Context: an optimization exercise on an open-source flow, tuned for small area. The choices shown serve that exercise and are no tape-out recipe. Only simulation tests tie the RTL to the original design; equivalence was not proved. Power is estimated from default activity; no workload was simulated.

== run A ==
// PWM_Generator
module PWM_Generator (
	input clk,
	input rst,
	input [7:0] DUTY_CYCLE,
	input [15:0] ADC,
	input [9:0] PWM_PERIOD, DEAD_TIME,
	output reg PWM_UP, PWM_DOWN, Complete, ADC_Test
);
clock: 7.0 ns
lec_check: 0
cap_margin: 20
core_margin: 2
core_utilization: 40
gpl_timing_driven: 0
slew_margin: 20
synth_hierarchical: 1
synth_minimum_keep_size: 0
standard.sh (not shown) runs the stock make flow with config.mk's settings and CLKGATE_MAP_FILE= SYNTH_SCRIPT=/design/flow/synth_recipe.tcl, a recipe that flattens the netlist after the stock synthesis.
==> flow/flow/run.sh <==
#!/bin/bash
set -e
ARGS=(BUFFER_PORTS_ARGS="-buffer_cell sky130_fd_sc_hd__buf_1" RECOVER_POWER=100
      REMOVE_ABC_BUFFERS=1 SKIP_REPAIR_TIE_FANOUT=1
      CTS_ARGS="-sink_clustering_enable -repair_clock_nets -dont_use_dummy_load")
bash standard.sh synth > standard_synth.log 2>&1
DOWNSIZE_ODB=orfs/results/sky130hd/PWM_Generator/base/1_synth.odb \
  openroad -no_init -exit flow/downsize.tcl > downsize.log 2>&1
bash standard.sh "${ARGS[@]}" finish > standard.log 2>&1
==> flow/flow/downsize.tcl <==
# Resize every combinational cell of the synthesized netlist to the smallest drive strength
# of its own cell family (same function and pins). Flip-flops keep their cell type. The
# later repair steps of the standard flow size up again whatever timing needs.
set odb $::env(DOWNSIZE_ODB)
read_db $odb
set db [ord::get_db]
set block [[$db getChip] getBlock]
set n 0
foreach inst [$block getInsts] {
  set m [$inst getMaster]
  set name [$m getName]
  if {![regexp {^(sky130_fd_sc_hd__)([a-z0-9]+)_([0-9]+)$} $name -> pre fam drive]} { continue }
  if {[string match "df*" $fam] || [string match "*buf*" $fam] || $fam eq "conb"} { continue }
  set best ""
  set best_area 1e9
  foreach d {0 1 2 4} {
    set cand [$db findMaster "${pre}${fam}_$d"]
    if {$cand eq "NULL"} { continue }
    set a [expr {[$cand getWidth] * [$cand getHeight]}]
    if {$a < $best_area} { set best $cand; set best_area $a }
  }
  if {$best ne "" && [$best getName] ne $name} {
    set cur_area [expr {[$m getWidth] * [$m getHeight]}]
    if {$best_area < $cur_area} {
      $inst swapMaster $best
      incr n
    }
  }
}
puts "downsized $n instances"
write_db $odb
The flow for run A finished, though final verification flagged max-capacitance violations, max-slew violations.
> inputs changed (run A -> run B)
==> flow/flow/run.sh <==
#!/bin/bash
set -e
ARGS=(BUFFER_PORTS_ARGS="-buffer_cell sky130_fd_sc_hd__buf_1" RECOVER_POWER=100
      REMOVE_ABC_BUFFERS=1 SKIP_REPAIR_TIE_FANOUT=1
      CTS_ARGS="-sink_clustering_enable -repair_clock_nets -dont_use_dummy_load -buf_list {sky130_fd_sc_hd__clkbuf_2 sky130_fd_sc_hd__clkbuf_4}")
bash standard.sh synth > standard_synth.log 2>&1
DOWNSIZE_MAX_FANOUT=4 DOWNSIZE_ODB=orfs/results/sky130hd/PWM_Generator/base/1_synth.odb \
  openroad -no_init -exit flow/downsize.tcl > downsize.log 2>&1
bash standard.sh "${ARGS[@]}" finish > standard.log 2>&1
--- a/flow/flow/downsize.tcl
+++ b/flow/flow/downsize.tcl
@@ -1,3 +1,3 @@
-# Resize every combinational cell of the synthesized netlist to the smallest drive strength
+# Resize every combinational cell with at most DOWNSIZE_MAX_FANOUT loads of the synthesized netlist to the smallest drive strength
 # of its own cell family (same function and pins). Flip-flops keep their cell type. The
 # later repair steps of the standard flow size up again whatever timing needs.
@@ -12,4 +12,13 @@
   if {![regexp {^(sky130_fd_sc_hd__)([a-z0-9]+)_([0-9]+)$} $name -> pre fam drive]} { continue }
   if {[string match "df*" $fam] || [string match "*buf*" $fam] || $fam eq "conb"} { continue }
+  # keep the synthesized size of cells driving many loads
+  set fanout 0
+  foreach it [$inst getITerms] {
+    if {[$it isOutputSignal]} {
+      set net [$it getNet]
+      if {$net ne "NULL"} { set fanout [expr {$fanout + [llength [$net getITerms]] - 1}] }
+    }
+  }
+  if {$fanout > $::env(DOWNSIZE_MAX_FANOUT)} { continue }
   set best ""
   set best_area 1e9
### Flow results
Run B completed end to end with timing, DRC and antenna clean.
Looking only at routed wire length, and setting everything else aside, the lower value of run B and run A goes to run B.
Against run A, run B reports a via count that is lower.
Of run B and run A, the higher effective utilization at floorplan belongs to run B.
Final cell area: run B below run A
Run A has a lower fraction of power spent switching nets than run B.
What run C does differently from run B at the input level:
- swapping 20 for 5 in SLEW_MARGIN
- swapping 20 for 5 in CAP_MARGIN
- clearing GPL_TIMING_DRIVEN, which used to be 0
- swapping 40 for 60 in CORE_UTILIZATION
==> flow/flow/run.sh <==
#!/bin/bash
bash standard.sh BUFFER_PORTS_ARGS="-buffer_cell sky130_fd_sc_hd__buf_2" RECOVER_POWER=100 finish > standard.log 2>&1
removed: flow/flow/downsize.tcl
Findings:
Row total met3 wirelength after detailed routing: run C higher / run B lower
Run C vs run B: insertion delay of the later-clocked pin in the worst-skew pair down in run C
Vias: run C above run B
Run B → run C: part of the total power dissipated in combinational logic went down 2.9 points; global-route usage went up 7.1 points; worst setup slack went down 0.0072 ns.
Input-level comparison between run D and run C:
- swapping 60 for 40 in CORE_UTILIZATION
- swapping 5 for 20 in SLEW_MARGIN
- swapping 5 for 20 in CAP_MARGIN
==> flow/run.sh (new file) <==
#!/bin/bash
# synth_recipe.tcl (not shown) runs the flow's synth.tcl, then flattens the netlist and writes it again
# the make line also repeats each setting of config.mk as NAME=value (left out here)
make -C /OpenROAD-flow-scripts/flow DESIGN_CONFIG=/design/flow/config.mk WORK_HOME=/design/flow/orfs CLKGATE_MAP_FILE= SYNTH_SCRIPT=/design/flow/synth_recipe.tcl finish
removed: flow/flow/run.sh
removed: flow/standard.sh
### Flow results
Via count normalized by instance count: run D and run C compared, lower one is run D
Compared with run C, run D degrades worst path setup slack after routing.
Run D ended with every stage complete and zero timing, DRC or antenna violations.
Global-route usage (lower): run D
Compared to run C, the router laid down more metal wire for run D.

========
Setup of run 1:
PWM_Generator again, from the RTL that the note above started with.
// PWM_Generator
module PWM_Generator (
	input clk,
	input rst,
	input [7:0] DUTY_CYCLE,
	input [15:0] ADC,
	input [9:0] PWM_PERIOD, DEAD_TIME,
	output reg PWM_UP, PWM_DOWN, Complete, ADC_Test
);
Settings: LEC_CHECK=0, CAP_MARGIN=20, CORE_MARGIN=2, CORE_UTILIZATION=65, GPL_TIMING_DRIVEN=0, SLEW_MARGIN=20, SYNTH_HIERARCHICAL=1, SYNTH_MINIMUM_KEEP_SIZE=0; clock period 7.0 ns.
==> flow/flow/run.sh <==
#!/bin/bash
set -e
ARGS=(BUFFER_PORTS_ARGS="-buffer_cell sky130_fd_sc_hd__buf_1" RECOVER_POWER=100
      REMOVE_ABC_BUFFERS=1 SKIP_REPAIR_TIE_FANOUT=1
      CTS_ARGS="-sink_clustering_enable -repair_clock_nets -dont_use_dummy_load")
bash standard.sh synth > standard_synth.log 2>&1
DOWNSIZE_MAX_FANOUT=4 DOWNSIZE_ODB=orfs/results/sky130hd/PWM_Generator/base/1_synth.odb \
  openroad -no_init -exit flow/downsize.tcl > downsize.log 2>&1
bash standard.sh "${ARGS[@]}" finish > standard.log 2>&1
==> flow/flow/downsize.tcl <==
# Resize every combinational cell with at most DOWNSIZE_MAX_FANOUT loads of the synthesized netlist to the smallest drive strength
# of its own cell family (same function and pins). Flip-flops keep their cell type. The
# later repair steps of the standard flow size up again whatever timing needs.
set odb $::env(DOWNSIZE_ODB)
read_db $odb
set db [ord::get_db]
set block [[$db getChip] getBlock]
set n 0
foreach inst [$block getInsts] {
  set m [$inst getMaster]
  set name [$m getName]
  if {![regexp {^(sky130_fd_sc_hd__)([a-z0-9]+)_([0-9]+)$} $name -> pre fam drive]} { continue }
  if {[string match "df*" $fam] || [string match "*buf*" $fam] || $fam eq "conb"} { continue }
  # keep the synthesized size of cells driving many loads
  set fanout 0
  foreach it [$inst getITerms] {
    if {[$it isOutputSignal]} {
      set net [$it getNet]
      if {$net ne "NULL"} { set fanout [expr {$fanout + [llength [$net getITerms]] - 1}] }
    }
  }
  if {$fanout > $::env(DOWNSIZE_MAX_FANOUT)} { continue }
  set best ""
  set best_area 1e9
  foreach d {0 1 2 4} {
    set cand [$db findMaster "${pre}${fam}_$d"]
    if {$cand eq "NULL"} { continue }
    set a [expr {[$cand getWidth] * [$cand getHeight]}]
    if {$a < $best_area} { set best $cand; set best_area $a }
  }
  if {$best ne "" && [$best getName] ne $name} {
    set cur_area [expr {[$m getWidth] * [$m getHeight]}]
    if {$best_area < $cur_area} {
      $inst swapMaster $best
      incr n
    }
  }
}
puts "downsized $n instances"
write_db $odb
In summary, run 1 completed successfully, with a layout that passed the timing, DRC and antenna checks.
#### Input delta (run 2 over run 1)
# run 1
export LEC_CHECK = 0
export CAP_MARGIN = 20
export CORE_MARGIN = 2
export CORE_UTILIZATION = 65
export GPL_TIMING_DRIVEN = 0
export SLEW_MARGIN = 20
export SYNTH_HIERARCHICAL = 1
export SYNTH_MINIMUM_KEEP_SIZE = 0
create_clock -name core_clock -period 7.0 [get_ports {clk}]
# run 2
export LEC_CHECK = 0
export CAP_MARGIN = 20
export CORE_MARGIN = 2
export CORE_UTILIZATION = 40
export SLEW_MARGIN = 20
export SYNTH_HIERARCHICAL = 1
export SYNTH_MINIMUM_KEEP_SIZE = 0
create_clock -name core_clock -period 7.0 [get_ports {clk}]
==> flow/flow/run.sh <==
#!/bin/bash
bash standard.sh BUFFER_PORTS_ARGS="-buffer_cell sky130_fd_sc_hd__buf_1" RECOVER_POWER=100 \
  CTS_ARGS="-sink_clustering_enable -repair_clock_nets -dont_use_dummy_load" finish > standard.log 2>&1
removed: flow/flow/downsize.tcl
## What came out
Multi-input combinational gate total ends up lower on run 1.
Of run 2 and run 1, run 1 shows the lower die width, with run 2 above it.
Run 2 ended with every stage complete and zero timing, DRC or antenna violations.
Cell-internal power (run 2 over run 1): increase, 1.7%
Compared with run 1, run 2 shows a higher core box area.
Looking only at post-route cell area, and setting everything else aside, the higher value of run 2 and run 1 goes to run 2.
Overall routed net length (run 2 / run 1): 1.05
[inputs] run 3 vs run 2
# run 2
export LEC_CHECK = 0
export CAP_MARGIN = 20
export CORE_MARGIN = 2
export CORE_UTILIZATION = 40
export SLEW_MARGIN = 20
export SYNTH_HIERARCHICAL = 1
export SYNTH_MINIMUM_KEEP_SIZE = 0
create_clock -name core_clock -period 7.0 [get_ports {clk}]
# run 3
export LEC_CHECK = 0
export CAP_MARGIN = 20
export CORE_MARGIN = 2
export CORE_UTILIZATION = 40
export GPL_TIMING_DRIVEN = 0
export SLEW_MARGIN = 20
export SYNTH_HIERARCHICAL = 1
export SYNTH_MINIMUM_KEEP_SIZE = 0
create_clock -name core_clock -period 7.0 [get_ports {clk}]
==> flow/flow/run.sh <==
#!/bin/bash
set -e
ARGS=(BUFFER_PORTS_ARGS="-buffer_cell sky130_fd_sc_hd__buf_1" RECOVER_POWER=100
      REMOVE_ABC_BUFFERS=1 SKIP_REPAIR_TIE_FANOUT=1
      CTS_ARGS="-sink_clustering_enable -repair_clock_nets -dont_use_dummy_load")
bash standard.sh synth > standard_synth.log 2>&1
DOWNSIZE_MAX_FANOUT=4 DOWNSIZE_ODB=orfs/results/sky130hd/PWM_Generator/base/1_synth.odb \
  openroad -no_init -exit flow/downsize.tcl > downsize.log 2>&1
bash standard.sh "${ARGS[@]}" finish > standard.log 2>&1
==> flow/flow/downsize.tcl (new file) <==
# Resize every combinational cell with at most DOWNSIZE_MAX_FANOUT loads of the synthesized netlist to the smallest drive strength
# of its own cell family (same function and pins). Flip-flops keep their cell type. The
# later repair steps of the standard flow size up again whatever timing needs.
set odb $::env(DOWNSIZE_ODB)
read_db $odb
set db [ord::get_db]
set block [[$db getChip] getBlock]
set n 0
foreach inst [$block getInsts] {
  set m [$inst getMaster]
  set name [$m getName]
  if {![regexp {^(sky130_fd_sc_hd__)([a-z0-9]+)_([0-9]+)$} $name -> pre fam drive]} { continue }
  if {[string match "df*" $fam] || [string match "*buf*" $fam] || $fam eq "conb"} { continue }
  # keep the synthesized size of cells driving many loads
  set fanout 0
  foreach it [$inst getITerms] {
    if {[$it isOutputSignal]} {
      set net [$it getNet]
      if {$net ne "NULL"} { set fanout [expr {$fanout + [llength [$net getITerms]] - 1}] }
    }
  }
  if {$fanout > $::env(DOWNSIZE_MAX_FANOUT)} { continue }
  set best ""
  set best_area 1e9
  foreach d {0 1 2 4} {
    set cand [$db findMaster "${pre}${fam}_$d"]
    if {$cand eq "NULL"} { continue }
    set a [expr {[$cand getWidth] * [$cand getHeight]}]
    if {$a < $best_area} { set best $cand; set best_area $a }
  }
  if {$best ne "" && [$best getName] ne $name} {
    set cur_area [expr {[$m getWidth] * [$m getHeight]}]
    if {$best_area < $cur_area} {
      $inst swapMaster $best
      incr n
    }
  }
}
puts "downsized $n instances"
write_db $odb
==> summary.txt <==
Run 3 completed end to end with timing, DRC and antenna clean. Summary: with run 2 as the reference, first-pass GRT wire length in run 3 moved down by a few percent. [run 3 vs run 2] part of the power in combinational logic: lower in run 3. Delta (run 3 minus run 2): total core area now sits lower; instance count after placement with tap cells included now sits lower.
The following lists how run 4 was set up differently from run 3:
# run 3
export LEC_CHECK = 0
export CAP_MARGIN = 20
export CORE_MARGIN = 2
export CORE_UTILIZATION = 40
export GPL_TIMING_DRIVEN = 0
export SLEW_MARGIN = 20
export SYNTH_HIERARCHICAL = 1
export SYNTH_MINIMUM_KEEP_SIZE = 0
create_clock -name core_clock -period 7.0 [get_ports {clk}]
# run 4
export LEC_CHECK = 0
export CAP_MARGIN = 20
export CORE_MARGIN = 2
export CORE_UTILIZATION = 40
export SLEW_MARGIN = 20
export SYNTH_HIERARCHICAL = 1
export SYNTH_MINIMUM_KEEP_SIZE = 0
create_clock -name core_clock -period 7.0 [get_ports {clk}]
==> flow/flow/run.sh <==
#!/bin/bash
cp standard.sh standard_copy.log
export BUFFER_PORTS_ARGS="-buffer_cell sky130_fd_sc_hd__buf_2"
bash standard.sh > standard.log 2>&1
removed: flow/flow/downsize.tcl
Against run 3, run 4 reports a minimum setup slack in the final design that is higher.
Comparing run 4 and run 3, all-layer global routing usage is higher on run 3.
Run 4: full flow OK, the timing, DRC and antenna checks passed
Looking at starting DRC count in detailed routing, run 4 sits 11 higher than run 3 does.
Share of cell area taken by multi-input logic gates sits lower in run 4 than in run 3.
Modified inputs, run 5 compared to run 4
==> flow/flow/run.sh <==
#!/bin/bash
bash standard.sh BUFFER_PORTS_ARGS="-buffer_cell sky130_fd_sc_hd__buf_1" RECOVER_POWER=100 finish > standard.log 2>&1
- Run 5: clock skew higher than run 4
- Wire length the detailed router placed on met1 (run 5 vs. run 4) increases by a few percent
- Run 5 ended with more via count than run 4.
- There was hardly any difference in area share of buffers outside the clock network between run 4 and run 5.
- After detailed routing, run 4 needs less wire than run 5.
- Beginning of the critical path = PWM_PERIOD[0]: run 4; beginning of the critical path = DUTY_CYCLE[7]: run 5
- In the tables for run 4 and run 5, area of all placed cells without fillers reads higher with run 4.
- Comparing fill cell instance count of the final layout for run 4 and run 5, the bigger number came from run 4.
- Run 4 -> run 5: global-route wire length before repair increased by a little under 10%
Edits applied to the flow inputs when going from run 5 to run 6:
==> flow/flow/run.sh <==
#!/bin/bash
set -e
ARGS=(BUFFER_PORTS_ARGS="-buffer_cell sky130_fd_sc_hd__buf_1" RECOVER_POWER=100
      REMOVE_ABC_BUFFERS=1 SKIP_REPAIR_TIE_FANOUT=1
      CTS_ARGS="-sink_clustering_enable -repair_clock_nets -dont_use_dummy_load")
bash standard.sh synth > standard_synth.log 2>&1
DOWNSIZE_ODB=orfs/results/sky130hd/PWM_Generator/base/1_synth.odb \
  openroad -no_init -exit flow/downsize.tcl > downsize.log 2>&1
bash standard.sh "${ARGS[@]}" finish > standard.log 2>&1
==> flow/flow/downsize.tcl (new file) <==
# Resize every combinational cell of the synthesized netlist to the smallest drive strength
# of its own cell family (same function and pins). Flip-flops keep their cell type. The
# later repair steps of the standard flow size up again whatever timing needs.
set odb $::env(DOWNSIZE_ODB)
read_db $odb
set db [ord::get_db]
set block [[$db getChip] getBlock]
set n 0
foreach inst [$block getInsts] {
  set m [$inst getMaster]
  set name [$m getName]
  if {![regexp {^(sky130_fd_sc_hd__)([a-z0-9]+)_([0-9]+)$} $name -> pre fam drive]} { continue }
  if {[string match "df*" $fam] || [string match "*buf*" $fam] || $fam eq "conb"} { continue }
  set best ""
  set best_area 1e9
  foreach d {0 1 2 4} {
    set cand [$db findMaster "${pre}${fam}_$d"]
    if {$cand eq "NULL"} { continue }
    set a [expr {[$cand getWidth] * [$cand getHeight]}]
    if {$a < $best_area} { set best $cand; set best_area $a }
  }
  if {$best ne "" && [$best getName] ne $name} {
    set cur_area [expr {[$m getWidth] * [$m getHeight]}]
    if {$best_area < $cur_area} {
      $inst swapMaster $best
      incr n
    }
  }
}
puts "downsized $n instances"
write_db $odb
Taking run 5 as the reference, in run 6 area growth from synthesis to layout went up; final critical-path share of the clock period climbed 0.35 points; total non-filler cell area in the finished layout decreased 2.4%. Compared with run 5, in run 6 final worst setup slack went down by 25 ps; switching power as a share of total power went up by 0.78 points; height of the die went down by about 1.9%; effective utilization at floorplan went up by 0.26 points. On latest clock arrival within the worst-skew pair, run 6 tracks run 5 almost exactly.

==> what the ideal ports hide <==
How much do the figures lean on ideal ports? The routed layouts below were timed once more, with nothing changed but the port constraints.
Step 1 (the two cells are an assumption about what drives the block):
set clk [get_ports {clk}]
set_driving_cell -lib_cell sky130_fd_sc_hd__clkbuf_16 $clk
set_driving_cell -lib_cell sky130_fd_sc_hd__buf_2 [delete_from_list [all_inputs] $clk]
Step 2 adds t to the input delays and takes it off the output delays; t is the mean of the earliest and latest rising clock arrival at the registers after step 1. Input paths then give back, and output paths get back, about the clock's delay inside the block.
Slacks: ideal ports / drivers / drivers and shift; pairs: ideal ports / drivers.
run | shift t [ns] | slack for setup (ns) | hold slack, ns | latest minus earliest clock arrival (ns) | cell pins on the clock port's net
run A | 0.299 | 0.217 / 0.178 / -0.121 | 0.462 / 0.462 / 0.462 | 0.020 / 0.020 | 1
run B | 0.345 | 0.187 / 0.175 / -0.169 | 0.478 / 0.478 / 0.478 | 0.023 / 0.023 | 1
run C | 0.308 | 0.180 / 0.181 / -0.127 | 0.465 / 0.465 / 0.465 | 0.008 / 0.008 | 1
run D | 0.299 | 0.149 / 0.153 / -0.147 | 0.461 / 0.461 / 0.461 | 0.008 / 0.009 | 1
run 1 | 0.301 | 0.134 / 0.095 / -0.207 | 0.458 / 0.458 / 0.458 | 0.017 / 0.017 | 1
run 2 | 0.297 | 0.160 / 0.155 / -0.142 | 0.467 / 0.467 / 0.467 | 0.019 / 0.019 | 1
run 3 | 0.302 | 0.159 / 0.125 / -0.177 | 0.470 / 0.470 / 0.470 | 0.016 / 0.017 | 1
run 4 | 0.300 | 0.172 / 0.172 / -0.128 | 0.465 / 0.465 / 0.465 | 0.004 / 0.004 | 1
run 5 | 0.301 | 0.161 / 0.156 / -0.145 | 0.466 / 0.466 / 0.466 | 0.009 / 0.008 | 1
run 6 | 0.304 | 0.136 / 0.138 / -0.166 | 0.463 / 0.463 / 0.463 | 0.021 / 0.021 | 1
For run B, which loses most, drivers alone change the setup slack by -0.012 ns; drivers and shift together by -0.356 ns.
